This design comes from an exercise in tuning for small area, a short achievable clock period and few clock cycles per item on the open sky130 flow, not from production work. Function was not checked in any run shown here: the RTL went through the layout flow alone. Power is estimated from default activity; no workload was simulated.

==> design/flow/design.v <==
`timescale 1 ns / 1 ps
`default_nettype none
module axi4l_slv_top #(
    parameter int ADDR_WIDTH = 12,
    parameter int DATA_WIDTH = 32
) (
    input var                     aclk,
    input var                     aresetn,
    input var  [  ADDR_WIDTH-1:0] s_axi_awaddr,
    input var  [             2:0] s_axi_awprot,
    input var                     s_axi_awvalid,
    output var                    s_axi_awready,
    input var  [  DATA_WIDTH-1:0] s_axi_wdata,
    input var  [DATA_WIDTH/8-1:0] s_axi_wstrb,
    input var                     s_axi_wvalid,
    output var                    s_axi_wready,
    output var [             1:0] s_axi_bresp,
    output var                    s_axi_bvalid,
    input var                     s_axi_bready,
    input var  [  ADDR_WIDTH-1:0] s_axi_araddr,
    input var  [             2:0] s_axi_arprot,
    input var                     s_axi_arvalid,
    output var                    s_axi_arready,
    output var [  DATA_WIDTH-1:0] s_axi_rdata,
    output var [             1:0] s_axi_rresp,
    output var                    s_axi_rvalid,
    input var                     s_axi_rready,
    output var                    irq_reg_irq,
    input var                     reg_irq_bit0,
    output var [            31:0] reg_a_b,
    input var  [            31:0] reg_c_d
);
  logic b_free, wr_hs;
  logic bvalid_q, bidle_q, berr_q;
  assign b_free = !bvalid_q || s_axi_bready;
  assign s_axi_awready = s_axi_wvalid && (bidle_q || s_axi_bready);
  assign s_axi_wready = s_axi_awvalid && b_free;
  assign wr_hs = s_axi_awvalid && s_axi_wvalid && b_free;
  logic [9:0] wa;
  logic wa_lo;   
  assign wa = s_axi_awaddr[11:2];
  assign wa_lo = (wa[9:4] == 6'd0);
  logic wr_trap, wr_mask, wr_force, wr_trig, wr_a, wr_ok;
  assign wr_trap = wr_hs && wa_lo && (wa[3:0] == 4'd1);
  assign wr_mask = wr_hs && wa_lo && (wa[3:0] == 4'd2);
  assign wr_force = wr_hs && wa_lo && (wa[3:0] == 4'd3);
  assign wr_trig = wr_hs && wa_lo && (wa[3:0] == 4'd5);
  assign wr_a = wr_hs && wa_lo && (wa[3:0] == 4'd8);
  assign wr_ok = wa_lo && (wa[3:0] <= 4'd5 || wa[3:0] == 4'd8);
  always_ff @(posedge aclk) begin
    if (!aresetn) bvalid_q <= 1'b0;
    else if (wr_hs) bvalid_q <= 1'b1;
    else if (s_axi_bready) bvalid_q <= 1'b0;
  end
  always_ff @(posedge aclk) begin
    if (!aresetn) bidle_q <= 1'b1;
    else if (wr_hs) bidle_q <= 1'b0;
    else if (s_axi_bready) bidle_q <= 1'b1;
  end
  always_ff @(posedge aclk) begin
    if (b_free) berr_q <= !wr_ok;
  end
  assign s_axi_bvalid = bvalid_q;
  assign s_axi_bresp = {berr_q, berr_q};
  logic trap_q, mask_q, trig_q, irq_in_q;
  logic [31:0] a_q;
  logic irq_event;
  always_ff @(posedge aclk) irq_in_q <= reg_irq_bit0;
  assign irq_event = reg_irq_bit0 && (!trig_q || !irq_in_q);
  always_ff @(posedge aclk) begin
    if (!aresetn) trap_q <= 1'b0;
    else
      trap_q <= (trap_q && !(wr_trap && !s_axi_wdata[0])) || (wr_force && s_axi_wdata[0]) ||
          irq_event;
  end
  always_ff @(posedge aclk) begin
    if (!aresetn) mask_q <= 1'b0;
    else if (wr_mask) mask_q <= s_axi_wdata[0];
  end
  always_ff @(posedge aclk) begin
    if (!aresetn) trig_q <= 1'b0;
    else if (wr_trig) trig_q <= s_axi_wdata[0];
  end
  logic a_ld, a_keep;
  assign a_ld = wr_a && aresetn;
  assign a_keep = !wr_a && aresetn;
  always_ff @(posedge aclk) a_q <= ({32{a_ld}} & s_axi_wdata) | ({32{a_keep}} & a_q);
  assign reg_a_b = a_q;
  assign irq_reg_irq = trap_q && mask_q;
  logic rvalid_q, ridle_q, rerr_q, r_free;
  logic [31:0] rdata_q;
  assign r_free = !rvalid_q || s_axi_rready;
  assign s_axi_arready = ridle_q || s_axi_rready;
  logic [9:0] ra;
  logic ra_lo;
  assign ra = s_axi_araddr[11:2];
  assign ra_lo = (ra[9:4] == 6'd0);
  logic ra_ok, rd_a, rd_c;
  assign ra_ok = ra_lo && (ra[3:0] <= 4'd5 || ra[3:0] == 4'd8 || ra[3:0] == 4'd9);
  assign rd_a = ra_lo && (ra[3:0] == 4'd8);
  assign rd_c = ra_lo && (ra[3:0] == 4'd9);
  logic rd_bit0;
  always_comb begin
    case (ra[3:0])
      4'd0: rd_bit0 = trap_q && mask_q;
      4'd1: rd_bit0 = trap_q;
      4'd2: rd_bit0 = mask_q;
      4'd4: rd_bit0 = irq_in_q;
      4'd5: rd_bit0 = trig_q;
      4'd8: rd_bit0 = a_q[0];
      4'd9: rd_bit0 = reg_c_d[0];
      default: rd_bit0 = 1'b0;
    endcase
  end
  always_ff @(posedge aclk) begin
    if (!aresetn) rvalid_q <= 1'b0;
    else if (r_free) rvalid_q <= s_axi_arvalid;
  end
  always_ff @(posedge aclk) begin
    if (!aresetn) ridle_q <= 1'b1;
    else if (r_free) ridle_q <= !s_axi_arvalid;
  end
  logic ld_a, ld_c, r_keep;
  assign ld_a = r_free && rd_a;
  assign ld_c = r_free && rd_c;
  assign r_keep = !r_free;
  always_ff @(posedge aclk) begin
    rdata_q[31:1] <= ({31{ld_a}} & a_q[31:1]) | ({31{ld_c}} & reg_c_d[31:1]) |
        ({31{r_keep}} & rdata_q[31:1]);
    rdata_q[0] <= (r_free && ra_lo && rd_bit0) || (r_keep && rdata_q[0]);
  end
  always_ff @(posedge aclk) begin
    if (r_free) rerr_q <= !ra_ok;
  end
  assign s_axi_rvalid = rvalid_q;
  assign s_axi_rdata = rdata_q;
  assign s_axi_rresp = {rerr_q, rerr_q};
endmodule
`default_nettype wire
==> design/flow/flow/run.sh <==
#!/bin/bash
# Standard ORFS layout with these changes:
#  - synthesis maps logic with the ABC script flow/abc_area.script (when present);
#    everything before ABC, so every register and its name, is the standard synthesis;
#  - the cells listed in flow/dont_use.txt (when present) are added to the platform's
#    don't-use list, for synthesis and the resizer (slow many-input OR/NOR gates);
#  - the port buffers are sky130 buf_1 cells instead of buffer_ports' default.
set -euo pipefail
here=$PWD
rm -rf "$here/scripts_abc"
cp -r "$FLOW_HOME/scripts" "$here/scripts_abc"
if [[ -f "$here/flow/abc_area.script" ]]; then
  cp "$here/flow/abc_area.script" "$here/scripts_abc/abc_area.script"
fi
args=()
if [[ -f "$here/flow/dont_use.txt" ]]; then
  base=$(make -s -C "$FLOW_HOME" DESIGN_CONFIG="$here/config.mk" WORK_HOME="$here/orfs" print-DONT_USE_CELLS | sed -n 's/^DONT_USE_CELLS: //p')
  args+=("DONT_USE_CELLS=$base $(tr '\n' ' ' < "$here/flow/dont_use.txt")")
fi
export BUFFER_PORTS_ARGS="-buffer_cell sky130_fd_sc_hd__buf_1"
bash standard.sh SCRIPTS_DIR="$here/scripts_abc" "${args[@]}" synth > synth.log 2>&1
bash standard.sh "${args[@]}" > standard.log 2>&1
==> design/flow/flow/abc_area.script <==
strash
&get -n
&dch -f
&nf
&put
topo
stime -c
==> design/flow/flow/dont_use.txt <==
sky130_fd_sc_hd__nor3_1
sky130_fd_sc_hd__nor3_2
sky130_fd_sc_hd__nor3_4
sky130_fd_sc_hd__nor3b_1
sky130_fd_sc_hd__nor3b_2
sky130_fd_sc_hd__nor3b_4
sky130_fd_sc_hd__nor4_1
sky130_fd_sc_hd__nor4_2
sky130_fd_sc_hd__nor4_4
sky130_fd_sc_hd__nor4b_1
sky130_fd_sc_hd__nor4b_2
sky130_fd_sc_hd__nor4b_4
sky130_fd_sc_hd__nor4bb_1
sky130_fd_sc_hd__nor4bb_2
sky130_fd_sc_hd__nor4bb_4
sky130_fd_sc_hd__or3_1
sky130_fd_sc_hd__or3_2
sky130_fd_sc_hd__or3_4
sky130_fd_sc_hd__or3b_1
sky130_fd_sc_hd__or3b_2
sky130_fd_sc_hd__or3b_4
sky130_fd_sc_hd__or4_1
sky130_fd_sc_hd__or4_2
sky130_fd_sc_hd__or4_4
sky130_fd_sc_hd__or4b_1
sky130_fd_sc_hd__or4b_2
sky130_fd_sc_hd__or4b_4
sky130_fd_sc_hd__or4bb_1
sky130_fd_sc_hd__or4bb_2
sky130_fd_sc_hd__or4bb_4
sky130_fd_sc_hd__or2_0
sky130_fd_sc_hd__or2_1
sky130_fd_sc_hd__or2_2
sky130_fd_sc_hd__or2_4
sky130_fd_sc_hd__and2_0
==> design/flow/standard.sh <==
#!/bin/bash
# synth_recipe.tcl (not shown) runs the flow's synth.tcl, then flattens the netlist and writes it again
# the make line also repeats each setting of config.mk as NAME=value (left out here)
make -C /OpenROAD-flow-scripts/flow DESIGN_CONFIG=/design/flow/config.mk WORK_HOME=/design/flow/orfs CLKGATE_MAP_FILE= SYNTH_SCRIPT=/design/flow/synth_recipe.tcl "${@:-finish}"
==> design/flow/config.mk <==
export PLATFORM = sky130hd
export DESIGN_NAME = axi4l_slv_top
export DESIGN_NICKNAME = axi4l_slv_top
export VERILOG_FILES = /design/flow/design.v
export SDC_FILE = /design/flow/constraint.sdc
export NUM_CORES = 4
export LEC_CHECK = 0
export ABC_AREA = 1
export CAP_MARGIN = 20
export CORE_MARGIN = 2
export CORE_UTILIZATION = 40
export SETUP_SLACK_MARGIN = 1.4
export SLEW_MARGIN = 20
==> design/flow/constraint.sdc <==
create_clock -name core_clock -period 3.0 [get_ports {aclk}]
set_input_delay 0.6000 -clock core_clock [delete_from_list [all_inputs] [get_ports {aclk}]]
set_output_delay 0.6000 -clock core_clock [all_outputs]
set_load 0.01 [all_outputs]
==> results of run 1 <==
[cell families (layout without fill, tap and decap cells)]
family,count (synthesis),count (layout)
buffers and inverters,8,195
DFF,74,74
AOI/OAI and AO/OA,83,84
and+or+nand+nor,74,75
[placed cells by master (no fill, tap or decap), types with 3 or more instances in the layout]
cell type and n:
buf_6 3, nand2_1 5, buf_1 159, and2_1 32, a22o_1 32, a21oi_1 4, dfxtp_1 69, a221o_1 31
clkbuf_8 9, nor2b_1 3, nor2_4 3, nor2_1 13, and3b_1 3, buf_4 9, a32oi_1 3, a31oi_1 3
dfxtp_2 3
[path summary, 6_finish.rpt]
path / startpoint / endpoint / slack [ns] / cells past startpoint
worst max-delay path: s_axi_bready / s_axi_wready / 1.34 / 4
worst min-delay path: reg_irq_bit0 / irq_in_q / 0.40 / 1
worst max register to register: rvalid_q / rdata_q[3] / 1.51 / 6
worst min register to register: rdata_q[0] / rdata_q[0] / 0.46 / 1
[report_power, final]
part | leakage, nW | internal (mW) | switching, mW
registers | 0.597 | 0.991 | 0.00389
logic | 0.730 | 0.0559 | 0.0655
clock network | 0.107 | 0.471 | 0.369
total | 1.43 | 1.52 | 0.438
[cell type report]
cell class | count | area share [%]
timing repair buffer | 175 | 19.2
clock buffer | 10 | 3.33
tap | 77 | 2.52
inverter | 4 | 0.425
sequential | 74 | 39.3
clock inverter | 6 | 2.29
multi-input combinational | 159 | 33.0
[repair_timing]
action | in CTS | in global routing
pin swaps | 5 | 1
hold endpoints to repair | 0 | 0
gates resized for setup | 11 | 10
buffers inserted | 7 | 0
endpoints found under the setup margin | 53 | 44
cloned | 2 | 0
[critical path, delay by kind of cell]
kind / cells / cell delay [ns]
simple gates: 2 / 0.26
buf+inv: 2 / 0.20
[stage by stage]
step | hold slack [ns] | worst slack (ns) | cell area [µm²]
3_5_place_dp | 0.433 | 0.793 | 3470
5_1_grt | 0.389 | 1.32 | 3830
2_1_floorplan | 0.416 | 1.17 | 2760
3_3_place_gp | 0.429 | 0.785 | 3470
6_report | 0.401 | 1.34 | 3830
4_1_cts | 0.389 | 1.34 | 3810
[metal layers]
metal / up-vias / wire [µm]
met5: - / 0
met1: 1299 / 3670
met4: 0 / 116
li1: 1317 / -
met2: 116 / 3980
met3: 11 / 568
==> out/results.txt, run 1 <==
Multiplexer share of the synthesized area = 0%
Power Dens Cells = 511 nW/µm²
Slowest CP cell = nand2b_4
Share of layout cells above drive strength 1 = 11.4%
Met1 GRT Util = 28.5%
Most used routing layer = met2
Worst hold-check path type = in2reg
Synthesis Warnings = 1
Worst-margin pin slew = 0.333 ns
Initial antenna violation count = 0
Max-slew headroom at the worst pin = 77.8%
Iter 0 DRT Violations = 87
Setup Skew = 0.0165 ns
Post-Synth XOR/XNOR Area = 0%
Final setup violation count = 0
Power Total = 1.96 mW
Gr usage total = 22.1%
Count of cell types in the netlist = 28
Nets = 529
Drt via density = 5.43
CTS Hold Bufs = 0
LEAKAGE = 1.43 nW
Filler cell count in the final layout = 601
DR pass1 iterations = 4
Most used cell, CP = buf_6
DRC errors left = 0
Clock Latency Late Sink = 0.34 ns
Clk slew on worst S/H paths = 0.08 ns
Fin cells = 505
TritonCTS clock tree = yes
Synth async-reset ratio = 0%
Number of synthesized flops with an enable pin = 2
Status = timing/DRC/antenna clean
WS Path Type = in2out
Width of the die = 86.3 µm
Vias in the first global route = 2603
Final Max Tran Viols = 0
Main combinational cell family by area after synthesis = compound AO/OA/AOI/OAI gates
Post-synth top area cell = dfxtp_1
Startpoint types = primary input
Worst-path cell chain = buf_6 > nand2b_4 > and2_4 > buf_6
Post-Route Utilization = 59.3%
Final wirelength = 8330 µm
Clk buf depth = 2
GR Util met2 = 36.6%
N_diodes = 0
Top cell type's share of synthesized area = 53.2%
Core area = 6460 µm²
First-pass GRT wire length = 12800 µm
DRT antenna net count = 0
Starting density of the core = 42.0%
Critical path's largest stage delay = 0.13 ns
Max frequency = 601 MHz
Number of core rows = 29
Synth top cells by count = dfxtp_1 (72), and2_1 (33), a22o_1 (32)
Area of the multi-input gates = 1260 µm²
Avg Cell Area, Syn = 11.3 µm²
CP Max Fanout = 2
Maximum vdd drop = 0.316 mV
DP HPWL = 5490 µm
Die Height = 86.3 µm
Reg area = 1510 µm²
Post-Place Cells = 480
RePlAce Congestion = 0.765
H-Tree Depth = 3
Largest net degree at the start of global routing = 35
Top-count cell post-synth = dfxtp_1
Total congestion overflow = 0
Synth Cell Area = 2710 µm²
Area Overhead vs Synth = 41.3%
Synth top area cells = dfxtp_1 (53%), a221o_1 (11%), a22o_1 (10%)
Final period util = 55.5%
Drt wl/cell = 16.5 µm
Post-route setup TNS = 0 ns
Routed via count = 2743
CP arrival = 1.06 ns
Seq/Total Area, Yosys = 55.4%
Final critical-path required period = 1.66 ns
Post-synthesis net count = 345
Post-synthesis register bit count = 74
Met3 GRT Util = 4.67%
Primary FF master, synth = dfxtp_1
CTS root buf = clkbuf_8
RSZ-0062 raised after global routing = true
Die area = 7450 µm²
Critical path data required time = 2.40 ns
Post-Synth Adder-Cell Area = 0%
Sink Count = 74
Synth Area in Simple Gates = 16.0%
CTS buffer count = 9
Post-synthesis compound-gate area fraction = 26.9%
Fin. Hold Viols = 0
Crit. End Element = output pin
Port Buffers = 165
# IOs = 180
Leading registers by flop count = a_q (32), rdata_q (32)
Max-cap violations = 0
Mapped Cells = 239
==> run 2, diff against run 1 <==
--- a/design/flow/flow/dont_use.txt
+++ b/design/flow/flow/dont_use.txt
@@ -29,7 +29,2 @@
 sky130_fd_sc_hd__or4bb_2
 sky130_fd_sc_hd__or4bb_4
-sky130_fd_sc_hd__or2_0
-sky130_fd_sc_hd__or2_1
-sky130_fd_sc_hd__or2_2
-sky130_fd_sc_hd__or2_4
-sky130_fd_sc_hd__and2_0
==> run 2 against run 1 <==
Compared with the run above:
- still clean
- die area rose by 0.14%
- synthesized cell count rose by 0.42%
- non-clock buffer count fell by 2
- synthesized area rose by 0.14%
- critical path depth did not move
- clock power rose by 8.2%
- design area fell by 0.85%
- sequential power barely moved
- core utilization fell by 2.5 points
- count of clock-buffer cells in the layout rose by 2
- critical endpoint unchanged
==> out/results.txt, run 2 <==
Status = timing/DRC/antenna clean
Mapped Cells = 240
Routed via count = 2714
Post-synthesis net count = 346
Sw Ratio = 21.5%
Final period util = 55.8%
Primary FF master, synth = dfxtp_1
Synth Cell Area = 2710 µm²
CP arrival = 1.07 ns
Post-synthesis register bit count = 74
N_diodes = 0
Max-slew headroom at the worst pin = 73.9%
Share of layout cells above drive strength 1 = 9.62%
Total congestion overflow = 0
Final Worst Setup Slack = 1.33 ns
CTS Hold Bufs = 0
Power Dens Cells = 530 nW/µm²
Seq/Total Area, Yosys = 55.3%
Worst-margin pin slew = 0.392 ns
Crit-path leading delay family = simple AND/OR/NAND/NOR gates
Final setup violation count = 0
Synth Area in Simple Gates = 16.3%
NetSw = 0.432 mW
Fin cells = 506
Port Buffers = 165
Synth top area cells = dfxtp_1 (53%), a221o_1 (11%), a22o_1 (10%)
CP bufs+invs = 2
Number of core rows = 30
Vias in the first global route = 2371
CP Max Fanout = 2
CTS root buf = clkbuf_8
Final hold slack = 0.390 ns
DRC errors left = 0
Fin. Hold Viols = 0
Top-count cell post-synth = dfxtp_1
DR pass1 iterations = 4
Final Max Tran Viols = 0
Logic gate share of total power = 5.3%
# IOs = 180
Gr usage total = 20.5%
Die Height = 86.4 µm
Iter 0 DRT Violations = 107
Crit. End Element = output pin
Clk pwr share = 45.2%
Avg Cell Area, Syn = 11.3 µm²
Slowest CP cell = nand2b_4
First-pass GRT wire length = 11800 µm
Area Overhead vs Synth = 39.9%
Max-cap violations = 0
WS Path Type = in2out
Post-synthesis compound-gate area fraction = 26.7%
DP HPWL = 5330 µm
Worst hold-check path type = in2reg
Post-route setup TNS = 0 ns
RSZ-0062 raised after global routing = true
Drt via density = 5.36
RePlAce Congestion = 0.764
Post-Place Cells = 483
Leading registers by flop count = a_q (32), rdata_q (32)
Synth top cells by count = dfxtp_1 (72), and2_0 (33), a22o_1 (32)
Post-Synth Adder-Cell Area = 0%
Core area = 6680 µm²
Starting density of the core = 40.6%
Multiplexer share of the synthesized area = 0%
LEAKAGE = 1.39 nW
Worst-path cell chain = buf_1 > nand2b_4 > and2_0 > buf_2
Setup Skew = 0.00745 ns
CTS buffer count = 9
Post-synth top area cell = dfxtp_1
Synth async-reset ratio = 0%
Nets = 528
Width of the die = 86.4 µm
Die area = 7460 µm²
Critical path's largest stage delay = 0.14 ns
Top cell type's share of synthesized area = 53.1%
Critical path data required time = 2.40 ns
Final critical-path required period = 1.67 ns
Sink Count = 74
Synthesis Warnings = 1
Post-Synth XOR/XNOR Area = 0%
Clock Latency Late Sink = 0.35 ns
Main combinational cell family by area after synthesis = compound AO/OA/AOI/OAI gates
Critical path depth = 4
Clk buf depth = 2
Count of cell types in the netlist = 30
Max frequency = 598 MHz
Post-Route Utilization = 56.8%
Drt wl/cell = 16.4 µm
Worst Reg2Reg Path Length in Cells = 6
Largest net degree at the start of global routing = 35
Startpoint types = primary input
Number of synthesized flops with an enable pin = 2
TritonCTS clock tree = yes
Commonest non-fill, non-tap cells in the layout = buf_1 (160), dfxtp_1 (69), and2_0 (33)
DRT antenna net count = 0
Initial antenna violation count = 0
Clk slew on worst S/H paths = 0.08 ns
Worst hold path depth = 1
Seq pwr share = 49.5%
Final wirelength = 8290 µm
H-Tree Depth = 3
Int Pwr = 1.58 mW
Maximum vdd drop = 0.292 mV
Most common cell after layout, fill and taps aside = buf_1
Post-placement worst setup slack = 0.868 ns
## run 2: repair_timing
item / CTS / global route
endpoints found under the setup margin: 49 / 67
resized for setup: 3 / 8
cloned: 1 / 1
pin swaps: 1 / 4
buffers inserted: 2 / 4
## run 2: logic make-up after synthesis
kind of cell / count (synthesis)
compound gates: 82
buf+inv: 8
simple gates: 76
flops: 74
## run 2: final timing paths
path / to / slack (ns) / startpoint
setup / recovery: s_axi_wready / 1.33 / s_axi_bready
hold / removal: irq_in_q / 0.39 / reg_irq_bit0
setup reg to reg: a_q[23] / 1.53 / bvalid_q
hold reg to reg: ridle_q / 0.45 / ridle_q
## run 2: power by group through the flow
stage / sequential [mW] / clock [mW] / combinational, mW
after global routing: 0.995 / 0.951 / 0.119
after global placement: 1.02 / 0 / 0.101
final: 0.995 / 0.909 / 0.107
after detailed placement: 1.02 / 0 / 0.102
after floorplan: 1.02 / 0 / 0.0356
after CTS: 0.994 / 0.917 / 0.105
## run 2: layer usage
metal | GRT usage, % | vias to the layer above | wire length [µm]
li1 | - | 1310 | -
met1 | 27.3 | 1286 | 3840
met2 | 32.0 | 112 | 3710
met3 | 6.38 | 6 | 643
met4 | 6.39 | 0 | 99
met5 | 0 | - | 0
## run 2: cell type report
cell class                      instances  area (µm²)
Clock buffer                           12         166
Clock inverter                          3        68.8
Tap cell                               80         100
Inverter                                4        16.3
Multi-Input combinational cell        160        1240
Fill cell                             640        2890
Sequential cell                        74        1510
Timing Repair Buffer                  173         698
## run 2: through the flow
step                      cell area [µm²]  power [mW]
final                                3800        2.01
after floorplan                      2770        1.05
after detailed placement             3470        1.12
after global placement               3470        1.12
after global routing                 3800        2.07
after CTS                            3730        2.02
==> run 3, diff against run 2 <==
==> design/flow/flow/abc_area.script (replaced) <==
strash
&get -n
&dch
&nf
&put
topo
stime -c
==> run 3 against run 2 <==
Compared with the run above:
- first-iteration DRC count shrank 14%
- sequential cell count is the same
- clock skew grew 0.0012 ns
- global-route usage grew 1.3 points
- highest routed layer unchanged
- still clean
- via count grew 0.29%
- largest cell class unchanged
- sequential power is essentially flat
- synthesized cell count grew 0.42%
==> out/results.txt, run 3 <==
Avg Cell Area, Syn = 11.3 µm²
Synthesis Warnings = 1
# IOs = 180
Routed via count = 2722
Startpoint types = primary input
Width of the die = 86.4 µm
Top-count cell post-synth = dfxtp_1
Area Overhead vs Synth = 38.7%
CTS buffer count = 9
Max frequency = 603 MHz
Synth top area cells = dfxtp_1 (53%), a221o_1 (11%), a22o_1 (10%)
Clk pwr share = 36.8%
N_diodes = 0
Clk buf depth = 2
Leading registers by flop count = a_q (32), rdata_q (32)
Final wirelength = 8260 µm
Iter 0 DRT Violations = 92
Final hold slack = 0.400 ns
Fin. Hold Viols = 0
Mapped Cells = 241
Final Max Tran Viols = 0
Max-slew headroom at the worst pin = 77.5%
Clk slew on worst S/H paths = 0.07 ns
Total congestion overflow = 0
Status = timing/DRC/antenna clean
WS Path Type = in2out
Int Pwr = 1.34 mW
Gr usage total = 21.8%
Commonest non-fill, non-tap cells in the layout = buf_1 (159), dfxtp_1 (70), and2_0 (32), a22o_1 (32), a221o_1 (31)
Post-synthesis register bit count = 74
Drt wl/cell = 16.3 µm
NetSw = 0.428 mW
Seq pwr share = 56.4%
Power Dens Cells = 469 nW/µm²
Count of cell types in the netlist = 32
Starting density of the core = 40.6%
First-pass GRT wire length = 12600 µm
Drt via density = 5.37
Core area = 6680 µm²
Worst hold-check path type = in2reg
Reg2reg start = rvalid_q
CTS Hold Bufs = 0
Synth top cells by count = dfxtp_1 (72), and2_0 (33), a22o_1 (32)
Synth Cell Area = 2720 µm²
Nets = 530
Critical path data required time = 2.40 ns
Synth async-reset ratio = 0%
Number of synthesized flops with an enable pin = 2
CTS root buf = clkbuf_8
RSZ-0062 raised after global routing = true
Die area = 7460 µm²
RePlAce Congestion = 0.764
Seq/Total Area, Yosys = 55.3%
DRT antenna net count = 0
Worst-margin pin slew = 0.338 ns
Final setup violation count = 0
Worst hold path depth = 1
DRC errors left = 0
Crit. End Element = output pin
DR pass1 iterations = 4
Sw Ratio = 24.2%
Top cell type's share of synthesized area = 53.1%
CP Max Fanout = 2
Die Height = 86.4 µm
R2R Path End = rdata_q[13]
Clock Latency Late Sink = 0.34 ns
Final critical-path required period = 1.66 ns
H-Tree Depth = 3
Maximum vdd drop = 0.302 mV
Post-synth top area cell = dfxtp_1
Initial antenna violation count = 0
Port Buffers = 165
Largest net degree at the start of global routing = 35
Vias in the first global route = 2506
Post-Route Utilization = 56.3%
Primary FF master, synth = dfxtp_1
Post-synthesis net count = 347
Post-route setup TNS = 0 ns
Number of core rows = 30
CP arrival = 1.06 ns
Share of layout cells above drive strength 1 = 10.5%
Worst Reg2Reg Path Length in Cells = 6
Logic gate share of total power = 6.8%
R2R setup slack = 1.51 ns
TritonCTS clock tree = yes
Sink Count = 74
DP HPWL = 5230 µm
Setup Skew = 0.00866 ns
LEAKAGE = 1.35 nW
Final period util = 55.3%
Most common cell after layout, fill and taps aside = buf_1
Hold EP = irq_in_q
Max-cap violations = 0
Hold path start = reg_irq_bit0
run 3: routing by layer:
metal  GRT usage [%]  vias to the layer above  part of all wire [%]  wire length, µm
met1            26.4                     1288                    42             3500
met4            9.52                        0                   2.3              192
met3            5.81                       17                   7.5              621
li1                -                     1308                     -                -
met2            36.4                      109                    48             3940
met5               0                        -                     0                0
run 3: worst max path at each step:
| stage | from | end | slack [ns] | cells after the start |
|---|---|---|---|---|
| 6_report | s_axi_bready | s_axi_wready | 1.34 | 4 |
| 5_1_grt | s_axi_bready | s_axi_wready | 1.33 | 4 |
| 4_1_cts | s_axi_bready | s_axi_wready | 1.33 | 4 |
| 3_5_place_dp | aresetn | a_q[18] | 0.77 | 4 |
| 3_3_place_gp | s_axi_bready | a_q[25] | 0.81 | 5 |
| 2_1_floorplan | s_axi_rready | rdata_q[10] | 1.15 | 5 |
run 3: power groups by stage:
stage	registers [mW]	logic (mW)	clock network (mW)
3_3_place_gp	1.02	0.103	0
6_report	0.995	0.121	0.649
2_1_floorplan	1.02	0.0376	0
3_5_place_dp	1.02	0.104	0
5_1_grt	0.995	0.134	0.708
4_1_cts	0.994	0.119	0.664
run 3: cells by family (layout without fill, tap and decap cells):
logic type                 count (synthesis)  after routing  share of synthesized area [%]
DFF                                       74             74                           55.3
and+or+nand+nor                           77             78                           16.3
buffers and inverters                      9            193                           1.80
AOI/OAI and AO/OA                         80             81                           26.3
adders and majority gates                  1              1                          0.369
run 3: stage by stage:
step	instances	total power [mW]	worst slack [ns]	area, µm²
2_1_floorplan	241	1.06	1.15	2770
3_3_place_gp	485	1.12	0.808	3480
3_5_place_dp	485	1.12	0.772	3480
4_1_cts	507	1.78	1.33	3740
5_1_grt	507	1.84	1.33	3760
6_report	507	1.76	1.34	3760
run 3: final cells by class:
type                    instances  area [µm²]
clock buffers                   9         124
clock inverters                 5        32.5
flip-flops and latches         74        1500
well taps                      80         100
repair buffers                174         727
multi-input cells             160        1260
inverters                       5        20.0
fillers                       634        2920
run 3: worst max-delay path: stages:
cell,delay (ns)
buf_1,0.08
nand2b_4,0.13
and2_4,0.13
buf_6,0.11
run 3: timing repair:
item / 4_1_cts / 5_1_grt
pin swaps: 2 / 0
gates resized for setup: 7 / 11
setup buffers: 6 / 0
endpoints found under the setup margin: 34 / 36
gates cloned: 2 / 0
==> run 4, diff against run 3 <==
==> design/flow/flow/abc_area.script (replaced) <==
strash
&get -n
&dch -f
&nf -R 1000
&put
topo
stime -c
==> run 4 against run 3 <==
Compared with the run above:
- first-iteration DRC count is 7.6% higher
- synthesized cell count is 13% higher
- synthesized area is 2.9% lower
- sequential share of layout area is 0.66 points higher
- sequential cell count stayed put
- critical path depth stayed put
- sequential power hardly changed
- worst hold slack better by 0.0021 ns
- clock power is 11% higher
- cell count is 5.7% higher
- largest cell class unchanged
- highest routed layer unchanged
==> out/results.txt, run 4 <==
Max-cap violations = 0
Worst hold-check path type = in2reg
Fin area = 3700 µm²
CP arrival = 1.08 ns
Multiplexer share of the synthesized area = 0%
RePlAce Congestion = 0.729
Most common cell after layout, fill and taps aside = buf_1
Port Buffers = 165
Reg2reg start = bvalid_q
Mapped Cells = 273
Post-synthesis compound-gate area fraction = 23.7%
Routed via count = 2706
CTS buffer count = 9
Total congestion overflow = 0
Die Height = 85.2 µm
DR pass1 iterations = 4
Sink Count = 74
LEAKAGE = 1.44 nW
Cell area after placement = 3430 µm²
Startpoint types = primary input
Synth top area cells = dfxtp_1 (55%), a22o_1 (11%), nand2_1 (10%)
Power Dens Cells = 493 nW/µm²
Fin. Hold Viols = 0
Vias in the first global route = 2542
Critical path data required time = 2.40 ns
Crit. End Element = output pin
Final wirelength = 7680 µm
Starting density of the core = 41.5%
DRC errors left = 0
Max-slew headroom at the worst pin = 73.5%
R2R setup slack = 1.53 ns
Hold EP = irq_in_q
Largest net degree at the start of global routing = 35
Width of the die = 85.2 µm
Hold path start = reg_irq_bit0
DRT antenna net count = 0
H-Tree Depth = 3
Initial antenna violation count = 0
Die area = 7250 µm²
Avg Cell Area, Syn = 9.65 µm²
Drt via density = 5.05
Maximum vdd drop = 0.268 mV
Primary FF master, synth = dfxtp_1
R2R Path End = a_q[8]
CTS root buf = clkbuf_8
Iter 0 DRT Violations = 99
Worst hold path depth = 1
CP Max Fanout = 3
Number of synthesized flops with an enable pin = 2
Status = timing/DRC/antenna clean
Post-Synth XOR/XNOR Area = 0%
N_diodes = 0
# IOs = 180
Nets = 560
Max frequency = 594 MHz
Synth Area in Simple Gates = 17.3%
Clk slew on worst S/H paths = 0.08 ns
Number of core rows = 29
Post-synthesis net count = 379
DP HPWL = 5360 µm
Final Max Tran Viols = 0
Post-synth top area cell = dfxtp_1
Commonest non-fill, non-tap cells in the layout = buf_1 (160), nand2_1 (72), dfxtp_1 (70)
Synthesis Warnings = 1
Synth top cells by count = dfxtp_1 (72), nand2_1 (72), a22o_1 (32)
Clk buf depth = 2
Main combinational cell family by area after synthesis = compound AO/OA/AOI/OAI gates
Final period util = 56.2%
Post-route setup TNS = 0 ns
RSZ-0062 raised after global routing = true
Post-synthesis register bit count = 74
Post-placement worst setup slack = 0.852 ns
Synth async-reset ratio = 0%
Top cell type's share of synthesized area = 54.7%
Synth Cell Area = 2640 µm²
Gr usage total = 21.1%
Worst-margin pin slew = 0.398 ns
Setup Skew = 0.00720 ns
Area Overhead vs Synth = 40.6%
Core area = 6350 µm²
Drt wl/cell = 14.3 µm
Post-Synth Adder-Cell Area = 0%
Count of cell types in the netlist = 24
Final critical-path required period = 1.68 ns
TritonCTS clock tree = yes
WS Path Type = in2out
Share of layout cells above drive strength 1 = 9.59%
Seq/Total Area, Yosys = 57.0%
Final Worst Setup Slack = 1.32 ns
Final setup violation count = 0
Worst Reg2Reg Path Length in Cells = 6
Clock Latency Late Sink = 0.33 ns
Leading registers by flop count = a_q (32), rdata_q (32)
First-pass GRT wire length = 12200 µm
[run 4: layout make-up]
class | count | area, µm²
flip-flops and latches | 74 | 1500
clock buffers | 11 | 151
clock inverters | 5 | 36.3
fillers | 631 | 2650
well taps | 77 | 96.3
repair buffers | 174 | 736
inverters | 6 | 23.8
multi-input cells | 189 | 1160
[run 4: power breakdown]
group,internal [mW],switching (mW)
registers,0.991,0.00357
logic,0.0493,0.0588
clock network,0.347,0.376
[run 4: routing by layer]
layer | share of wire [%] | track usage, %
met5 | 0 | 0
met4 | 1.2 | 6.64
met3 | 7.3 | 4.96
met2 | 48 | 35.1
met1 | 44 | 27.2
[run 4: worst max-delay path by stage]
stage / end / from / cells after the start
after floorplan: a_q[0] / s_axi_bready / 5
after global placement: a_q[2] / s_axi_bready / 8
after detailed placement: a_q[8] / s_axi_bready / 8
after CTS: s_axi_wready / s_axi_bready / 4
after global routing: s_axi_wready / s_axi_bready / 4
final: s_axi_wready / s_axi_bready / 4
[run 4: repair_timing]
item | in CTS | in global routing
buffers inserted | 1 | 3
pin swaps | 2 | 2
hold buffers | 0 | 0
setup endpoints to repair | 33 | 62
gates resized for setup | 11 | 5
[run 4: metrics by stage]
step           power [mW]  hold slack, ns  std cells  util [%]
2_1_floorplan        1.05           0.408        273         -
3_3_place_gp         1.12           0.420        516      54.1
3_5_place_dp         1.12           0.431        516      54.1
4_1_cts              1.84           0.388        533      57.8
5_1_grt              1.90           0.386        536      58.3
6_report             1.83           0.402        536      58.3
[run 4: critical path: stages]
cell	delay [ns]
buf_6	0.09
nand2b_4	0.13
and2_4	0.15
buf_6	0.11
[run 4: cells by family (layout without fill, tap and decap cells)]
group,count (synthesis),after routing
flip-flops,74,74
AND/OR/NAND/NOR,107,107
buffers and inverters,10,196
AO/OA/AOI/OAI,82,82
==> run 5, diff against run 4 <==
--- a/design/flow/design.v
+++ b/design/flow/design.v
@@ -32,7 +32,7 @@
 );
   logic b_free, wr_hs;
-  logic bvalid_q, bidle_q, berr_q;
+  logic bvalid_q, berr_q;
   assign b_free = !bvalid_q || s_axi_bready;
-  assign s_axi_awready = s_axi_wvalid && (bidle_q || s_axi_bready);
+  assign s_axi_awready = s_axi_wvalid && b_free;
   assign s_axi_wready = s_axi_awvalid && b_free;
   assign wr_hs = s_axi_awvalid && s_axi_wvalid && b_free;
@@ -52,9 +52,4 @@
     else if (wr_hs) bvalid_q <= 1'b1;
     else if (s_axi_bready) bvalid_q <= 1'b0;
-  end
-  always_ff @(posedge aclk) begin
-    if (!aresetn) bidle_q <= 1'b1;
-    else if (wr_hs) bidle_q <= 1'b0;
-    else if (s_axi_bready) bidle_q <= 1'b1;
   end
   always_ff @(posedge aclk) begin
@@ -88,8 +83,8 @@
   assign reg_a_b = a_q;
   assign irq_reg_irq = trap_q && mask_q;
-  logic rvalid_q, ridle_q, rerr_q, r_free;
+  logic rvalid_q, rerr_q, r_free;
   logic [31:0] rdata_q;
   assign r_free = !rvalid_q || s_axi_rready;
-  assign s_axi_arready = ridle_q || s_axi_rready;
+  assign s_axi_arready = r_free;
   logic [9:0] ra;
   logic ra_lo;
@@ -117,8 +112,4 @@
     else if (r_free) rvalid_q <= s_axi_arvalid;
   end
-  always_ff @(posedge aclk) begin
-    if (!aresetn) ridle_q <= 1'b1;
-    else if (r_free) ridle_q <= !s_axi_arvalid;
-  end
   logic ld_a, ld_c, r_keep;
   assign ld_a = r_free && rd_a;
==> design/flow/flow/abc_area.script (replaced) <==
strash
&get -n
&dch
&nf -R 1000
&put
topo
stime -c
==> run 5 against run 4 <==
Compared with the run above:
- largest cell class unchanged
- global-route usage is essentially flat
- total power shrank 2.2%
- via count rose by 0.55%
- wire length increased by 2.7%
- largest power group unchanged
- critical path depth did not move
- first-iteration DRC count increased by 4.0%
- register-to-register slack worse by 0.05 ns
==> out/results.txt, run 5 <==
CP Max Fanout = 3
Worst hold path depth = 1
Crit. End Element = output pin
Startpoint types = primary input
Most common cell after layout, fill and taps aside = buf_1
DR pass1 iterations = 4
Iter 0 DRT Violations = 103
Area Overhead vs Synth = 43.7%
Final setup violation count = 0
Max-cap violations = 0
Drt via density = 5.11
Maximum vdd drop = 0.246 mV
Max-slew headroom at the worst pin = 73.0%
Post-synthesis net count = 371
Die Height = 84.1 µm
Top-count cell post-synth = dfxtp_1
Port Buffers = 165
Initial antenna violation count = 0
Total congestion overflow = 0
Clock Latency Late Sink = 0.34 ns
Number of core rows = 29
Core area = 6280 µm²
Largest net degree at the start of global routing = 34
Leading registers by flop count = a_q (32), rdata_q (32)
Area of the multi-input gates = 1140 µm²
Fin. Hold Viols = 0
CTS root buf = clkbuf_8
Final Max Tran Viols = 0
Nets = 557
DRT antenna net count = 0
Power Dens Cells = 484 nW/µm²
Synth top cells by count = dfxtp_1 (70), nand2_1 (68), a22o_1 (32), a22oi_1 (32), nor2_1 (14)
R2R setup slack = 1.48 ns
Synth Cell Area = 2570 µm²
Top cell type's share of synthesized area = 54.6%
DP HPWL = 5310 µm
Filler cell count in the final layout = 652
LEAKAGE = 1.45 nW
Synthesis Warnings = 1
Commonest non-fill, non-tap cells in the layout = buf_1 (160), nand2_1 (67), dfxtp_1 (66)
Gr usage total = 21.1%
Mapped Cells = 265
Primary FF master, synth = dfxtp_1
Status = timing/DRC/antenna clean
Max frequency = 598 MHz
Power Total = 1.78 mW
Die area = 7070 µm²
Final period util = 55.8%
Worst hold-check path type = in2reg
Reg area = 1470 µm²
Synth top area cells = dfxtp_1 (55%), a22o_1 (11%), nand2_1 (9.9%)
Final critical-path required period = 1.67 ns
N_diodes = 0
Reg2reg start = bvalid_q
Critical path data required time = 2.40 ns
R2R Path End = a_q[5]
Starting density of the core = 40.9%
Routed via count = 2721
Clk slew on worst S/H paths = 0.08 ns
Worst-margin pin slew = 0.404 ns
Post-synthesis register bit count = 72
WS Path Type = in2out
Synth async-reset ratio = 0%
Setup Skew = 0.00978 ns
CP endpoint = s_axi_awready
Avg Cell Area, Syn = 9.68 µm²
Vias in the first global route = 2520
Width of the die = 84.1 µm
Post-synth top area cell = dfxtp_1
Sink Count = 72
Clk buf depth = 2
Number of synthesized flops with an enable pin = 2
TritonCTS clock tree = yes
CTS Hold Bufs = 0
CP arrival = 1.07 ns
DRC errors left = 0
First-pass GRT wire length = 11900 µm
Seq/Total Area, Yosys = 56.9%
Share of layout cells above drive strength 1 = 11.6%
Worst Reg2Reg Path Length in Cells = 7
H-Tree Depth = 3
RePlAce Congestion = 0.820
Final wirelength = 7890 µm
CTS buffer count = 9
# IOs = 180
Post-route setup TNS = 0 ns
CP Launch Point = s_axi_bready
Count of cell types in the netlist = 21
RSZ-0062 raised after global routing = true
Drt wl/cell = 14.8 µm
-- run 5: cell type report --
| type | count | share of cell area [%] |
|---|---|---|
| tap | 77 | 2.61 |
| clock inverter | 6 | 1.12 |
| timing repair buffer | 178 | 21.2 |
| clock buffer | 10 | 3.73 |
| sequential | 72 | 39.8 |
| multi-input combinational | 185 | 31.0 |
| inverter | 5 | 0.645 |
-- run 5: logic make-up after synthesis --
| kind of cell | count (synthesis) | share of synthesized area [%] |
|---|---|---|
| compound gates | 83 | 24.4 |
| buf+inv | 9 | 1.90 |
| flops | 72 | 56.9 |
| simple gates | 101 | 16.8 |
-- run 5: worst max-delay path, stage by stage --
cell and delay (ns):
buf_1 0.08, nand2b_4 0.14, and2_4 0.14, buf_6 0.11
-- run 5: metal layers --
layer  track usage, %  vias up  part of all wire [%]
li1                 -     1342                     -
met1             25.8     1269                    44
met2             34.5       99                    48
met3             6.92       11                   6.7
met4             7.92        0                   1.7
met5                0        -                     0
-- run 5: power by group --
part,internal (mW),leakage [nW],switching (mW)
Sequential,0.963,0.582,0.00256
Combinational,0.0550,0.777,0.0614
Clock,0.325,0.0896,0.377
-- run 5: how the worst min path moves through the flow --
stage | startpoint | end | slack [ns]
2_1_floorplan | mask_q | mask_q | 0.42
3_3_place_gp | rdata_q[0] | rdata_q[0] | 0.44
3_5_place_dp | a_q[19] | rdata_q[19] | 0.44
4_1_cts | reg_irq_bit0 | irq_in_q | 0.38
5_1_grt | reg_irq_bit0 | irq_in_q | 0.38
6_report | reg_irq_bit0 | irq_in_q | 0.39
-- run 5: metrics by stage --
step	cell area, µm²	setup slack, ns	instances	utilization, %	hold slack (ns)
2_1_floorplan	2640	1.17	265	-	0.424
3_3_place_gp	3360	0.899	508	53.6	0.438
3_5_place_dp	3360	0.884	508	53.6	0.443
4_1_cts	3630	1.35	530	57.9	0.378
5_1_grt	3690	1.31	533	58.8	0.378
6_report	3690	1.33	533	58.8	0.389
-- run 5: repair_timing --
item | CTS | global route
endpoints found under the setup margin | 44 | 60
gates resized for setup | 11 | 11
pin swaps | 3 | 4
buffers inserted | 6 | 2
cloned | 0 | 1
==> run 6, diff against run 5 <==
==> design/flow/flow/abc_area.script (replaced) <==
strash
&get -n
&dch
&nf
&put
topo
stime -c
==> run 6 against run 5 <==
Compared with the run above:
- non-clock buffer count down 4
- largest cell class unchanged
- sequential cell count is the same
- total power is 2.8% lower
- largest power group unchanged
- die area increased by 3.1%
- clock skew grew 0.0021 ns
- cell count fell by 6.9%
- still clean on timing, DRC and antenna
- count of clock-buffer cells in the layout grew 2
- worst setup slack improved by 0.011 ns
- sequential share of layout area up 0.12 points
- worst hold slack better by 0.018 ns
- via count is 1.9% lower
- synthesized cell count is 12% lower
==> out/results.txt, run 6 <==
Power Dens Cells = 472 nW/µm²
Initial antenna violation count = 0
Clk buf depth = 2
R2R setup slack = 1.52 ns
DRC errors left = 0
DR pass1 iterations = 4
N_diodes = 0
Avg Cell Area, Syn = 11.4 µm²
Post-synthesis register bit count = 72
Slowest CP cell = nand2b_4
NetSw = 0.401 mW
Logic gate share of total power = 6.5%
Primary FF master, synth = dfxtp_1
Top-count cell post-synth = dfxtp_1
Clk pwr share = 37.8%
Fin. Hold Viols = 0
Status = timing/DRC/antenna clean
Routed via count = 2669
Max-slew headroom at the worst pin = 79.1%
Max frequency = 602 MHz
Share of layout cells above drive strength 1 = 9.79%
CP Max Fanout = 3
Final wirelength = 8160 µm
CP bufs+invs = 2
Synth async-reset ratio = 0%
CTS root buf = clkbuf_8
Top cell type's share of synthesized area = 52.9%
Sink Count = 72
Max-cap violations = 0
Post-route setup TNS = 0 ns
Critical path's largest stage delay = 0.13 ns
Synth Cell Area = 2650 µm²
Area Overhead vs Synth = 38.8%
CTS Hold Bufs = 0
Mapped Cells = 233
Startpoint types = primary input
RePlAce Congestion = 0.766
Worst hold-check path type = in2reg
RSZ-0062 raised after global routing = true
Sw Ratio = 23.1%
Most common cell after layout, fill and taps aside = buf_1
Maximum vdd drop = 0.267 mV
WS Path Type = in2out
Synth top cells by count = dfxtp_1 (70), and2_0 (34), a22o_1 (32)
Total congestion overflow = 0
CTS buffer count = 9
Critical path data required time = 2.40 ns
Setup Skew = 0.0119 ns
Final critical-path required period = 1.66 ns
Synth top area cells = dfxtp_1 (53%), a221o_1 (12%), a22o_1 (11%)
Drt via density = 5.38
Crit-path leading delay family = simple AND/OR/NAND/NOR gates
Post-synth top area cell = dfxtp_1
Die Height = 85.4 µm
# IOs = 180
DP HPWL = 5400 µm
Post-synthesis net count = 339
Commonest non-fill, non-tap cells in the layout = buf_1 (161), dfxtp_1 (66), and2_0 (33)
Count of cell types in the netlist = 30
Nets = 521
Core area = 6390 µm²
Synthesis Warnings = 1
Final Worst Setup Slack = 1.34 ns
Number of synthesized flops with an enable pin = 2
Starting density of the core = 41.5%
Seq pwr share = 55.7%
Leading registers by flop count = a_q (32), rdata_q (32)
Port Buffers = 165
Clk slew on worst S/H paths = 0.07 ns
Clock Latency Late Sink = 0.33 ns
Gr usage total = 21.0%
Seq/Total Area, Yosys = 55.1%
Post-placement worst setup slack = 0.956 ns
Final setup violation count = 0
First-pass GRT wire length = 12100 µm
Final Max Tran Viols = 0
CP arrival = 1.06 ns
Vias in the first global route = 2393
Final period util = 55.4%
Width of the die = 85.4 µm
Int Pwr = 1.33 mW
Filler cell count in the final layout = 605
DRT antenna net count = 0
Largest net degree at the start of global routing = 34
Worst-margin pin slew = 0.309 ns
Die area = 7290 µm²
TritonCTS clock tree = yes
H-Tree Depth = 3
Worst-path cell chain = buf_1 > nand2b_4 > and2_0 > buf_2
Power Total = 1.74 mW
Drt wl/cell = 16.5 µm
Crit. End Element = output pin
Iter 0 DRT Violations = 98
LEAKAGE = 1.32 nW
Number of core rows = 29
[run 6: cell types whose count changed after synthesis, moves of 7 or more]
cell     change
a221o_1     +31
nand2_1     -62
o21ai_0      -7
and2_0      +31
a22oi_1     -32
[run 6: logic make-up (layout without fill, tap and decap cells)]
kind of cell               Yosys count  count (layout)  synth area share, %
and+or+nand+nor                     72              73                 15.8
adders and majority gates            1               1                0.378
DFF                                 72              72                 55.1
AOI/OAI and AO/OA                   79              79                 26.8
buffers and inverters                9             194                 1.84
[run 6: per-layer routing]
layer  track usage (%)  vias to the layer above  part of all wire, %
li1                  -                     1285                    -
met1              28.0                     1239                   43
met2              33.2                      133                   47
met3              4.86                       12                  8.4
met4              7.65                        0                  1.5
met5                 0                        -                    0
[run 6: timing repair]
item                                    CTS  global route
pin swaps                                 3             0
gates resized for setup                   8            10
gates cloned                              0             1
buffers inserted                          5             0
endpoints found under the setup margin   23            67
[run 6: stage by stage]
step	utilization (%)	hold WS, ns	area [µm²]	std cells
floorplan	-	0.448	2700	233
CTS	57.0	0.395	3640	495
finish	57.6	0.407	3680	496
global route	57.6	0.400	3680	496
detailed placement	53.5	0.452	3420	475
global placement	53.5	0.440	3420	475
[run 6: layout make-up]
cell class / count / area (µm²) / share of cell area, %
Multi-Input combinational cell: 153 / 1210 / 32.8
Timing Repair Buffer: 174 / 722 / 19.6
Clock buffer: 12 / 145 / 3.95
Inverter: 5 / 21.3 / 0.578
Clock inverter: 3 / 18.8 / 0.510
Tap cell: 77 / 96.3 / 2.62
Sequential cell: 72 / 1470 / 39.9
[run 6: path summary, 6_finish.rpt]
path,cells past startpoint,startpoint,end
worst max register to register,6,bvalid_q,a_q[5]
worst max-delay path,4,s_axi_bready,s_axi_wready
worst min-delay path,1,reg_irq_bit0,irq_in_q
worst min register to register,2,rdata_q[0],rdata_q[0]
[run 6: worst register-to-register path: cells and delay by family (launching register included)]
| kind | cells | cell delay [ns] |
|---|---|---|
| AND/OR/NAND/NOR | 3 | 0.71 |
| AO/OA/AOI/OAI | 1 | 0.18 |
| flip-flops | 1 | 0.34 |
| buffers and inverters | 2 | 0.19 |
[run 6: power by group through the flow]
| stage | combinational [mW] | clock (mW) | sequential (mW) |
|---|---|---|---|
| 2_1_floorplan | 0.0353 | 0 | 0.988 |
| 3_3_place_gp | 0.0998 | 0 | 0.988 |
| 3_5_place_dp | 0.101 | 0 | 0.988 |
| 4_1_cts | 0.108 | 0.674 | 0.966 |
| 5_1_grt | 0.125 | 0.719 | 0.966 |
| 6_report | 0.113 | 0.656 | 0.966 |
==> run 7, diff against run 6 <==
==> design/flow/flow/abc_area.script (replaced) <==
strash
dch
map -B 0.9
topo
stime -c
buffer -c
upsize -c
dnsize -c
==> run 7 against run 6 <==
Compared with the run above:
- still clean on timing, DRC and antenna
- critical path depth fell by 1
- sequential cell count stayed put
- wire length up 14%
- synthesized area grew 17%
- critical endpoint is now s_axi_awready
- largest cell class unchanged
- highest routed layer unchanged
==> out/results.txt, run 7 <==
Die area = 8460 µm²
Worst-margin pin slew = 0.530 ns
Clock Latency Late Sink = 0.34 ns
H-Tree Depth = 3
CP arrival = 0.99 ns
CTS Hold Bufs = 0
Fin cells = 690
Final Max Tran Viols = 0
Iter 0 DRT Violations = 155
Seq/Total Area, Yosys = 47.2%
Synthesis Warnings = 1
Crit. End Element = output pin
Worst-path cell chain = buf_1 > a21boi_2 > buf_2
Worst Reg2Reg Path Length in Cells = 10
Startpoint types = primary input
Post-Route Utilization = 55.0%
Mapped Cells = 414
RePlAce Congestion = 0.810
Clk slew on worst S/H paths = 0.07 ns
Commonest non-fill, non-tap cells in the layout = buf_1 (159), nand3_1 (133), nand2_1 (110)
Top cell type's share of synthesized area = 45.3%
Final setup violation count = 0
Top-count cell post-synth = nand3_1
R2R setup slack = 1.55 ns
Leading registers by flop count = a_q (32), rdata_q (32)
WL met3 = 700 µm
Avg Cell Area, Syn = 7.48 µm²
Share of layout cells above drive strength 1 = 12.6%
Hold path start = reg_irq_bit0
Sink Count = 72
Max-cap violations = 0
Critical path's largest stage delay = 0.16 ns
WS Path Type = in2out
Post-route setup TNS = 0 ns
Final critical-path required period = 1.59 ns
DP HPWL = 5970 µm
Reg2reg start = rvalid_q
Synth top area cells = dfxtp_1 (45%), nand3_1 (21%), nand2_1 (13%)
Fin. Hold Viols = 0
Hold EP = irq_in_q
Post-synth top area cell = dfxtp_1
CP bufs+invs = 2
Post-synthesis net count = 520
Number of core rows = 32
Maximum vdd drop = 0.189 mV
Area Overhead vs Synth = 35.2%
Routed via count = 3378
Final period util = 53.0%
Starting density of the core = 40.7%
Met2 WL post-DR = 4470 µm
Crit-path leading delay family = buffers and inverters
CTS root buf = clkbuf_8
DR pass1 iterations = 4
RSZ-0062 raised after global routing = true
CP Max Fanout = 2
Synth top cells by count = nand3_1 (133), nand2_1 (110), dfxtp_1 (70)
Primary FF master, synth = dfxtp_1
Final hold slack = 0.399 ns
Number of synthesized flops with an enable pin = 2
Core area = 7610 µm²
Synth Cell Area = 3100 µm²
Drt via density = 4.90
CTS buffer count = 9
TritonCTS clock tree = yes
Vias in the first global route = 2997
Gr usage total = 21.3%
First-pass GRT wire length = 14200 µm
Initial antenna violation count = 0
Max frequency = 628 MHz
Power Total = 2.06 mW
Setup Skew = 0.00877 ns
Wl on met1 = 4120 µm
Port Buffers = 165
R2R Path End = rdata_q[21]
Power Dens Cells = 493 nW/µm²
Drt wl/cell = 13.5 µm
Clk buf depth = 2
Total congestion overflow = 0
Count of cell types in the netlist = 26
Status = timing/DRC/antenna clean
Max-slew headroom at the worst pin = 64.6%
N_diodes = 0
Worst hold-check path type = in2reg
Slowest CP cell = a21boi_2
Worst hold path depth = 1
LEAKAGE = 1.79 nW
Final wirelength = 9340 µm
Width of the die = 92.0 µm
Synth async-reset ratio = 0%
Post-Place Cells = 658
Most common cell after layout, fill and taps aside = buf_1
Critical path data required time = 2.40 ns
Nets = 689
DR top layer = met4
Die Height = 92.0 µm
Post-synthesis register bit count = 72
DRC errors left = 0
DRT antenna net count = 0
# IOs = 180
Largest net degree at the start of global routing = 38
run 7: layer usage:
metal / vias up / track usage, %
met5: - / 0
met4: 0 / 6.97
met3: 6 / 5.51
met2: 144 / 35.3
met1: 1531 / 27.0
li1: 1697 / -
run 7: repair_timing:
item / in CTS / in global routing
resized for setup: 14 / 5
pin swaps: 3 / 5
cloned: 2 / 2
buffers inserted: 5 / 7
endpoints found under the setup margin: 55 / 55
run 7: stage by stage:
step                      cell area [µm²]  setup WS [ns]
final                                4190           1.41
after global routing                 4190           1.38
after CTS                            4090           1.38
after global placement               3730          0.824
after detailed placement             3730          0.793
after floorplan                      3100           1.45
run 7: cell type report:
class	count	area, µm²
Inverter	18	67.6
Clock inverter	4	98.8
Sequential cell	72	1470
Timing Repair Buffer	184	820
Clock buffer	12	156
Multi-Input combinational cell	298	1450
Fill cell	765	3420
Tap cell	102	128
run 7: how the worst max path moves through the flow:
| stage | to | from | cells past startpoint |
|---|---|---|---|
| after CTS | a_q[0] | s_axi_bready | 11 |
| after detailed placement | a_q[16] | s_axi_awaddr[9] | 8 |
| after floorplan | rdata_q[25] | s_axi_rready | 7 |
| final | s_axi_awready | s_axi_wvalid | 3 |
| after global placement | a_q[31] | s_axi_awaddr[9] | 8 |
| after global routing | s_axi_arready | rvalid_q | 4 |
run 7: cell families (layout without fill, tap and decap cells):
family          Yosys count  after routing  share of synthesized area [%]
compound gates           12             12                           2.34
flops                    72             72                           47.2
simple gates            282            286                           42.2
buf+inv                  48            218                           8.24
run 7: report_power, final:
| group | internal, mW | total, mW | leakage [nW] | switching, mW |
|---|---|---|---|---|
| sequential | 0.963 | 0.966 | 0.581 | 0.00298 |
| clock | 0.606 | 0.967 | 0.126 | 0.362 |
| combinational | 0.0528 | 0.129 | 1.09 | 0.0764 |
| total | 1.62 | 2.06 | 1.79 | 0.441 |
==> run 8, diff against run 7 <==
==> design/flow/flow/run.sh (replaced) <==
#!/bin/bash
# Standard ORFS layout with these changes:
#  - synthesis maps logic with the ABC script flow/abc_area.script (when present);
#    everything before ABC, so every register and its name, is the standard synthesis;
#  - the cells listed in flow/dont_use.txt (when present) are not used, in synthesis
#    and in the resizer (slow many-input OR/NOR gates);
#  - the port buffers are sky130 buf_1 cells instead of buffer_ports' default.
set -euo pipefail
here=$PWD
rm -rf "$here/scripts_abc"
cp -r "$FLOW_HOME/scripts" "$here/scripts_abc"
if [[ -f "$here/flow/abc_area.script" ]]; then
  cp "$here/flow/abc_area.script" "$here/scripts_abc/abc_area.script"
fi
if [[ -f "$here/flow/dont_use.txt" ]]; then
  export DONT_USE_CELLS="$(tr '\n' ' ' < "$here/flow/dont_use.txt")"
fi
export BUFFER_PORTS_ARGS="-buffer_cell sky130_fd_sc_hd__buf_1"
bash standard.sh SCRIPTS_DIR="$here/scripts_abc" synth > synth.log 2>&1
bash standard.sh > standard.log 2>&1
==> run 8 against run 7 <==
Compared with the run above:
- fmax fell by 2.7%
- sequential share of layout area increased by 0.72 points
- die area grew 4.3%
- design area fell by 2.1%
- wire length increased by 2.1%
- register-to-register slack about the same
- sequential power hardly changed
- total power down 8.7%
- cell count decreased by 1.0%
- critical endpoint is now s_axi_arready
- highest routed layer unchanged
==> out/results.txt, run 8 <==
Status = timing/DRC/antenna clean
CP arrival = 1.04 ns
Post-Route Utilization = 52.8%
Worst hold-check path type = in2reg
Post-synthesis net count = 526
Share of layout cells above drive strength 1 = 9.98%
Iter 0 DRT Violations = 115
CP Max Fanout = 2
Number of synthesized flops with an enable pin = 2
Startpoint types = primary input
Count of cell types in the netlist = 28
Clock Latency Late Sink = 0.33 ns
DRC errors left = 0
Worst-margin pin slew = 0.462 ns
N_diodes = 0
Final wirelength = 9540 µm
Most common cell after layout, fill and taps aside = buf_1
CTS buffer count = 9
Max-cap violations = 0
Starting density of the core = 41.6%
Initial antenna violation count = 0
Drt wl/cell = 14.0 µm
Critical path data required time = 2.40 ns
WL met3 = 582 µm
DR pass1 iterations = 5
Reg area = 1460 µm²
Maximum vdd drop = 0.246 mV
Synth top area cells = dfxtp_1 (43%), nand2_1 (14%), nand4_1 (13%)
Final period util = 54.5%
Fin cells = 683
Int Pwr = 1.42 mW
Clk pwr share = 41.3%
H-Tree Depth = 3
Core area = 7770 µm²
Sw Ratio = 24.5%
DRT antenna net count = 0
Power Dens Cells = 459 nW/µm²
Port Buffers = 165
Area Overhead vs Synth = 26.8%
Post-Synth Adder-Cell Area = 0%
Synth Cell Area = 3230 µm²
Slowest CP cell = nor2_4
Crit. End Element = output pin
RSZ-0062 raised after global routing = true
Total congestion overflow = 0
Post-synthesis register bit count = 72
Worst-path cell chain = buf_1 > nor2_4 > inv_8 > clkbuf_2
Post-synthesis compound-gate area fraction = 2.01%
Max frequency = 612 MHz
Post-route setup TNS = 0 ns
Setup Skew = 0.00932 ns
NetSw = 0.461 mW
Logic gate share of total power = 7.4%
Synth async-reset ratio = 0%
Drt via density = 5.04
Clk slew on worst S/H paths = 0.08 ns
Synthesis Warnings = 1
Die Height = 93.9 µm
Vias in the first global route = 3074
Main combinational cell family by area after synthesis = simple AND/OR/NAND/NOR gates
Met2 WL post-DR = 4570 µm
Post-synth top area cell = dfxtp_1
Seq pwr share = 51.3%
LEAKAGE = 1.72 nW
Width of the die = 93.9 µm
Sink Count = 72
Final critical-path required period = 1.64 ns
Synth top cells by count = nand2_1 (120), dfxtp_1 (70), nand3_1 (67)
Routed via count = 3441
Final setup violation count = 0
Fin. Hold Viols = 0
Die area = 8820 µm²
Leading registers by flop count = a_q (32), rdata_q (32)
TritonCTS clock tree = yes
Top-count cell post-synth = nand2_1
CTS Hold Bufs = 0
Primary FF master, synth = dfxtp_1
Synth Area in Simple Gates = 42.2%
Max-slew headroom at the worst pin = 69.2%
Number of core rows = 32
Post-Synth XOR/XNOR Area = 0%
CTS root buf = clkbuf_8
Avg Cell Area, Syn = 7.70 µm²
Largest net degree at the start of global routing = 64
First-pass GRT wire length = 14700 µm
Area of the multi-input gates = 1450 µm²
Top cell type's share of synthesized area = 43.3%
Multiplexer share of the synthesized area = 0%
Gr usage total = 21.2%
DP HPWL = 6220 µm
Clk buf depth = 2
Nets = 682
Seq/Total Area, Yosys = 45.2%
DR top layer = met4
Filler cell count in the final layout = 833
Post-Place Cells = 660
Mapped Cells = 420
Critical path's largest stage delay = 0.18 ns
WS Path Type = in2out
RePlAce Congestion = 0.823
Commonest non-fill, non-tap cells in the layout = buf_1 (160), nand2_1 (120), dfxtp_1 (68)
# IOs = 180
Wl on met1 = 4290 µm
Final Max Tran Viols = 0
## run 8: repair_timing
item | in CTS | in global routing
endpoints found under the setup margin | 38 | 36
resized for setup | 8 | 5
buffers inserted | 1 | 4
cloned | 2 | 0
pin swaps | 1 | 3
## run 8: per-layer routing
metal	vias up	global-route usage (%)
li1	1753	-
met1	1561	27.8
met2	119	35.4
met3	8	3.61
met4	0	6.64
met5	-	0
## run 8: critical path, delay by kind of cell
family	cells	cell delay [ns]
simple gates	1	0.18
buf+inv	3	0.26
## run 8: kinds of logic (layout without fill, tap and decap cells)
| group | Yosys count | in the layout |
|---|---|---|
| AOI/OAI and AO/OA | 11 | 11 |
| and+or+nand+nor | 280 | 281 |
| DFF | 72 | 72 |
| buffers and inverters | 57 | 217 |
## run 8: area by class of cell
type | instances | share of cell area (%)
Timing Repair Buffer | 179 | 18.5
Multi-Input combinational cell | 292 | 35.4
Inverter | 21 | 2.11
Timing Repair inverter | 1 | 0.153
Clock buffer | 10 | 3.36
Clock inverter | 6 | 1.65
Sequential cell | 72 | 35.7
Tap cell | 102 | 3.11
## run 8: power groups by stage
stage               Clock (mW)  Sequential (mW)  Combinational [mW]
floorplan                    0            0.988              0.0673
global placement             0            0.987               0.131
detailed placement           0            0.987               0.132
CTS                      0.799            0.965               0.138
global route             0.841            0.966               0.152
finish                   0.779            0.966               0.139
## run 8: final timing paths
kind,start,endpoint,slack [ns],cells past startpoint
worst max-delay path,s_axi_rready,s_axi_arready,1.36,4
worst min-delay path,reg_irq_bit0,irq_in_q,0.39,1
worst max register to register,rvalid_q,rdata_q[0],1.55,7
worst min register to register,rdata_q[0],rdata_q[0],0.46,2
## run 8: metrics by stage
step	hold slack (ns)	total power [mW]	cell area, µm²	setup slack [ns]
6_report	0.385	1.88	4100	1.36
5_1_grt	0.379	1.96	4100	1.33
4_1_cts	0.373	1.90	4040	1.26
3_5_place_dp	0.453	1.12	3790	0.911
3_3_place_gp	0.452	1.12	3790	0.935
2_1_floorplan	0.450	1.06	3240	1.34
==> run 9, diff against run 8 <==
==> design/flow/flow/abc_area.script (replaced) <==
strash
&get -n
&dch
&nf
&put
topo
stime -c
==> run 9 against run 8 <==
Compared with the run above:
- still clean on timing, DRC and antenna
- fmax down 3.4%
- sequential cell count unchanged
- global-route usage grew 0.14 points
- wire length decreased by 13%
- core utilization is 9.8 points higher
- synthesized cell count is 38% lower
- combinational power about the same
- design area decreased by 3.6%
- cell count decreased by 21%
- clock power hardly changed
- synthesized area fell by 20%
- clock skew shrank 0.0018 ns
- largest power group unchanged
- highest routed layer unchanged
==> out/results.txt, run 9 <==
WS Path Type = in2reg
Number of synthesized flops with an enable pin = 2
RSZ-0062 raised after global routing = true
Width of the die = 84.6 µm
Primary FF master, synth = dfxtp_1
Starting density of the core = 41.2%
First-pass GRT wire length = 11900 µm
TritonCTS clock tree = yes
Synth Cell Area = 2600 µm²
CTS buffer count = 9
Vias in the first global route = 2431
CP Max Fanout = 8
DR pass1 iterations = 4
DRT antenna net count = 0
Synth async-reset ratio = 0%
Synth top area cells = dfxtp_1 (54%), a22o_1 (11%), nand2_1 (10%)
N_diodes = 0
Top cell type's share of synthesized area = 53.9%
Status = timing/DRC/antenna clean
Die area = 7160 µm²
Max-slew headroom at the worst pin = 74.0%
Worst hold-check path type = in2reg
Critical path data required time = 3.27 ns
Worst Reg2Reg Path Length in Cells = 7
Top-count cell post-synth = dfxtp_1
Largest net degree at the start of global routing = 33
Leading registers by flop count = a_q (32), rdata_q (32)
Max-cap violations = 0
Number of core rows = 29
Avg Cell Area, Syn = 9.92 µm²
Iter 0 DRT Violations = 68
Sink Count = 72
Post-synthesis net count = 368
Total congestion overflow = 0
Synth top cells by count = dfxtp_1 (70), nand2_1 (69), a22o_1 (33)
DRC errors left = 0
Power Dens Cells = 476 nW/µm²
CP arrival = 1.96 ns
Post-synth top area cell = dfxtp_1
H-Tree Depth = 3
Power Total = 1.88 mW
# IOs = 180
Share of layout cells above drive strength 1 = 15.8%
Clk buf depth = 2
CTS root buf = clkbuf_8
Most common cell after layout, fill and taps aside = buf_1
Max frequency = 591 MHz
Fin. Hold Viols = 0
Final Max Tran Viols = 0
Seq/Total Area, Yosys = 56.2%
Final period util = 56.4%
Final hold slack = 0.403 ns
Worst hold path depth = 1
Routed via count = 2736
Gr usage total = 21.3%
Final setup violation count = 0
LEAKAGE = 1.57 nW
Initial antenna violation count = 0
Commonest non-fill, non-tap cells in the layout = buf_1 (160), dfxtp_1 (66), nand2_1 (62)
Nets = 565
Synthesis Warnings = 1
Area Overhead vs Synth = 52.1%
Clock Latency Late Sink = 0.33 ns
Drt wl/cell = 15.4 µm
Port Buffers = 165
Die Height = 84.6 µm
Worst-margin pin slew = 0.390 ns
Core area = 6310 µm²
Crit. End Element = flop
Clk slew on worst S/H paths = 0.07 ns
Count of cell types in the netlist = 32
DP HPWL = 5060 µm
Mapped Cells = 262
RePlAce Congestion = 0.780
Setup Skew = 0.00754 ns
Maximum vdd drop = 0.309 mV
Post-synthesis register bit count = 72
Startpoint types = primary input
Drt via density = 5.07
Final wirelength = 8300 µm
Final critical-path required period = 1.69 ns
==> run 9: cell types whose count changed after synthesis, moves of 7 or more <==
cell / change
nand3_1: -66
nand4_1: -65
nand2_1: -51
a22o_1: +33
a22oi_1: +31
buf_6: -13
inv_1: -13
clkbuf_1: -11
inv_2: -7
==> run 9: cell families (layout without fill, tap and decap cells) <==
| family | Yosys count | in the layout | synth area share (%) |
|---|---|---|---|
| AO/OA/AOI/OAI | 79 | 79 | 24.1 |
| buffers and inverters | 8 | 209 | 1.73 |
| flip-flops | 72 | 72 | 56.2 |
| AND/OR/NAND/NOR | 103 | 103 | 18.0 |
==> run 9: critical path, stage by stage <==
cell,delay [ns]
buf_1,0.07
or4_4,0.57
nor4_4,0.28
buf_6,0.17
buf_8,0.14
a22oi_1,0.07
nand2_1,0.07
==> run 9: repair_timing <==
| item | 4_1_cts | 5_1_grt |
|---|---|---|
| setup endpoints to repair | 67 | 70 |
| buffers inserted | 7 | 8 |
| cloned | 2 | 3 |
| hold buffers | 0 | 0 |
| gates resized for setup | 29 | 23 |
| pin swaps | 8 | 38 |
==> run 9: layer usage <==
layer	routed length (µm)	GRT usage, %
met3	539	5.41
met4	117	8.95
met1	3590	26.9
met5	0	0
met2	4050	34.7
==> run 9: final timing paths <==
path | from | slack (ns) | endpoint
max | s_axi_araddr[9] | 1.31 | rdata_q[5]
max reg2reg | rvalid_q | 1.41 | rdata_q[30]
min reg2reg | rdata_q[0] | 0.46 | rdata_q[0]
min | reg_irq_bit0 | 0.40 | irq_in_q
==> run 9: where the power goes <==
| part | internal, mW | switching [mW] | leakage [nW] | total (mW) |
|---|---|---|---|---|
| clock | 0.428 | 0.351 | 0.104 | 0.779 |
| combinational | 0.0680 | 0.0710 | 0.888 | 0.139 |
| sequential | 0.963 | 0.00242 | 0.582 | 0.966 |
==> run 9: metrics by stage <==
stage          area [µm²]  std cells  setup TNS [ns]  setup slack [ns]  util [%]
2_1_floorplan        2650        262          -21.18            -0.737         -
3_3_place_gp         3390        505               0             0.858      53.7
3_5_place_dp         3390        505               0             0.841      53.7
4_1_cts              3760        529               0              1.33      59.5
5_1_grt              3950        540               0              1.27      62.6
6_report             3950        540               0              1.31      62.6
==> run 9: cell type report <==
type                       instances  area (µm²)
multi-input combinational        182        1230
tap                               77        96.3
inverter                           4        16.3
clock inverter                     5        53.8
timing repair buffer             190         942
fill                             613        2360
sequential                        72        1470
clock buffer                      10         149

-- separate check: timing with driven ports --
The results above use ideal ports. As a check the final layouts listed here were re-extracted and re-timed, cells and wires unchanged.
Step 1: set_driving_cell puts a clkbuf_16 on aclk and a buf_2 on each other input, an assumption about the parent block.
Step 2 times the ports against the registers' clock, not the clock port: input delays grow and output delays shrink by t, the midpoint of the rising clock arrivals with the driver on.
a / b / c = ideal / step 1 / step 2; a / b = the first two.
run | t (ns) | setup WS [ns]
run 1 | 0.367 | 1.336 / 1.306 / 1.121
run 2 | 0.371 | 1.326 / 1.303 / 1.101
run 3 | 0.367 | 1.341 / 1.313 / 1.103
run 4 | 0.353 | 1.315 / 1.284 / 1.118
run 5 | 0.368 | 1.327 / 1.307 / 1.062
run 6 | 0.357 | 1.338 / 1.316 / 1.122
run 7 | 0.371 | 1.409 / 1.386 / 1.154
run 8 | 0.358 | 1.365 / 1.336 / 1.135
run 9 | 0.356 | 1.307 / 1.317 / 0.962
After both steps setup and hold are still met in every run listed.
